What follows belongs to an exercise in optimizing a design on an open flow for small area and a short achievable clock period; a production flow would make more cautious choices.
At most, simulation tests tie the RTL to the original design; equivalence was not proved.

## cpu_z80
module cpu_z80(
	input CLK,
	input nRESET,
	input wire [7:0] DATA_IN,
	output wire [7:0] DATA_OUT,
	output [15:0] ADDRESS,
	output reg nIORQ, nMREQ,
	output reg nRD, nWR,
	input nINT, nNMI
);
	reg [7:0] DATA_IN_REG;
	wire [6:0] T_STATE;
	wire [6:0] M_CYCLE;
	wire nINTCYCLE;
	wire NO_READ;
	wire WRITE;
	wire IORQ;
	tv80_core TV80( , IORQ, NO_READ, WRITE, , , , ADDRESS, DATA_OUT, M_CYCLE,
							T_STATE, nINTCYCLE, , , nRESET, CLK, 1'b1, 1'b1,
							nINT, nNMI, 1'b1, DATA_IN, DATA_IN_REG);
	always @(posedge CLK)
	begin
		if (!nRESET)
		begin
			nRD <= 1'b1;
			nWR <= 1'b1;
			nIORQ <= 1'b1;
			nMREQ <= 1'b1;
			DATA_IN_REG <= 8'b00000000;
		end
		else
		begin
			nRD <= 1'b1;
			nWR <= 1'b1;
			nIORQ <= 1'b1;
			nMREQ <= 1'b1;
			if (M_CYCLE[0])
			begin
				if (T_STATE[1])
				begin
					nRD <= ~nINTCYCLE;
					nMREQ <= ~nINTCYCLE;
					nIORQ <= nINTCYCLE;
				end
			end
			else
			begin
				if ((T_STATE[1]) && NO_READ == 1'b0 && WRITE == 1'b0)
				begin
					nRD <= 1'b0;
					nIORQ <= ~IORQ;
					nMREQ <= IORQ;
				end
				if ((T_STATE[1]) && WRITE == 1'b1)
				begin
					nWR <= 1'b0;
					nIORQ <= ~IORQ;
					nMREQ <= IORQ;
				end
			end
			if (T_STATE[2]) DATA_IN_REG <= DATA_IN;
		end
	end
endmodule
Size in the first run: roughly 4300 cells after synthesis, about 450 flip-flops, about 40 I/O pins, ~35000 sq um of cells after synthesis.
Settings: LEC_CHECK=0, CAP_MARGIN=30, CORE_MARGIN=2, CORE_UTILIZATION=40, SETUP_SLACK_MARGIN=5, SLEW_MARGIN=30; clock period 11.0 ns.
run.sh (not shown) runs the stock make flow with config.mk's settings and CLKGATE_MAP_FILE= SYNTH_SCRIPT=/design/flow/synth_recipe.tcl, a recipe that flattens the netlist after the stock synthesis.
Rerun with:
--- a/flow/design.v
+++ b/flow/design.v
@@ -118,22 +118,29 @@
       Q_v = Sum_v[7:0];
       Carry_v = Sum_v[8];
       HalfCarry_v = Sum_v[4] ^ BusA[4] ^ BusB_x[4];
       Carry7_v = Sum_v[7] ^ BusA[7] ^ BusB_x[7];
       OverFlow_v = Carry_v ^ Carry7_v;
     end  
   reg [7:0] Q_t;
   reg [8:0] DAA_Q;
+  reg [7:0] DAA_Q1;
+  reg [7:0] DAA_c;
+  reg       DAA_lo, DAA_hi;
   always @ ( ALU_Op or Arith16 or BitMask or BusA or BusB
 	    or Carry_v or F_In or HalfCarry_v or IR or ISet
 	    or OverFlow_v or Q_v or Z16)
     begin
       Q_t = 8'hxx;
       DAA_Q = {9{1'bx}};
+      DAA_lo = (BusA[3:0] > 9) || F_In[Flag_H];
+      DAA_hi = (BusA > 153) || F_In[Flag_C];
+      DAA_c = { 1'b0, DAA_hi, DAA_hi, 2'b00, DAA_lo, DAA_lo, 1'b0 };
+      DAA_Q1 = BusA - { 5'b00000, DAA_lo, DAA_lo, 1'b0 };
       F_Out = F_In;
       case (ALU_Op)
 	4'b0000, 4'b0001,  4'b0010, 4'b0011, 4'b0100, 4'b0101, 4'b0110, 4'b0111 :
           begin
 	    F_Out[Flag_N] = 1'b0;
 	    F_Out[Flag_C] = 1'b0;
 	    case (ALU_Op[2:0])
 	      3'b000, 3'b001 :  
@@ -202,52 +209,28 @@
 		F_Out[Flag_Z] = F_In[Flag_Z];
 		F_Out[Flag_P] = F_In[Flag_P];
 	      end
           end  
 	4'b1100 :
           begin
 	    F_Out[Flag_H] = F_In[Flag_H];
 	    F_Out[Flag_C] = F_In[Flag_C];
-	    DAA_Q[7:0] = BusA;
-	    DAA_Q[8] = 1'b0;
-	    if (F_In[Flag_N] == 1'b0 ) 
+	    if (F_In[Flag_N] == 1'b0 )
               begin
-		if (DAA_Q[3:0] > 9 || F_In[Flag_H] == 1'b1 ) 
-                  begin
-		    if ((DAA_Q[3:0] > 9) ) 
-                      begin
-			F_Out[Flag_H] = 1'b1;
-		      end 
-                    else 
-                      begin
-			F_Out[Flag_H] = 1'b0;
-		      end
-		    DAA_Q = DAA_Q + 6;
-		  end  
-		if (DAA_Q[8:4] > 9 || F_In[Flag_C] == 1'b1 ) 
-                  begin
-		    DAA_Q = DAA_Q + 96;  
-		  end
-	      end 
-            else 
+		F_Out[Flag_H] = (BusA[3:0] > 9);
+		DAA_Q = { 1'b0, BusA } + { 1'b0, DAA_c };
+	      end
+            else
               begin
-		if (DAA_Q[3:0] > 9 || F_In[Flag_H] == 1'b1 ) 
-                  begin
-		    if (DAA_Q[3:0] > 5 ) 
-                      begin
-			F_Out[Flag_H] = 1'b0;
-		      end
-		    DAA_Q[7:0] = DAA_Q[7:0] - 6;
-		  end
-		if (BusA > 153 || F_In[Flag_C] == 1'b1 ) 
-                  begin
-		    DAA_Q = DAA_Q - 352;  
-		  end
-	      end  
+		if (BusA[3:0] > 5 )
+		  F_Out[Flag_H] = 1'b0;
+		DAA_Q[7:0] = BusA - DAA_c;
+		DAA_Q[8] = DAA_hi && (DAA_Q1 >= 8'h60);
+	      end
 	    F_Out[Flag_X] = DAA_Q[3];
 	    F_Out[Flag_Y] = DAA_Q[5];
 	    F_Out[Flag_C] = F_In[Flag_C] || DAA_Q[8];
 	    Q_t = DAA_Q[7:0];
 	    if (DAA_Q[7:0] == 8'b00000000 ) 
               begin
 		F_Out[Flag_Z] = 1'b1;
 	      end 
Effect: The new run passed the timing, design-rule and antenna checks. Global-route usage is lower by 0.18 points. Sequential share of layout area drops by 0.21 points. Via count goes down by 0.57%. Cell area rose by 0.76%. Setup slack degrades by 0.055 ns. Synthesized area goes down by 0.63%.
The RTL of the second run of this note was laid out without a check of its function.

re-timing with driven ports:
In the flow no input, the clock included, has a driving cell. The finished layouts below were timed again as built, in two steps.
Step 1: set_driving_cell puts a clkbuf_16 on CLK and a buf_2 on each other input, an assumption about the parent block.
Step 2 also shifts input and output timing later by t, the mid clock arrival at the registers, as if the neighbouring blocks saw the same clock.
Slacks: no drivers / after step 1 / after step 2; pairs: no drivers / after step 1.
run | t, ns | slack for setup (ns) | clock arrival spread, ns | worst slew at a driven data input, ns
the first run | 0.694 | 4.946 / 4.984 / 4.291 | 0.065 / 0.065 | 0.06
the second run | 0.699 | 4.890 / 4.890 / 4.398 | 0.047 / 0.048 | 0.05
After both steps every run listed still meets setup and hold. The setup slack of the first run, which loses most, moves by +0.038 ns with the drivers and by -0.655 ns with both steps.
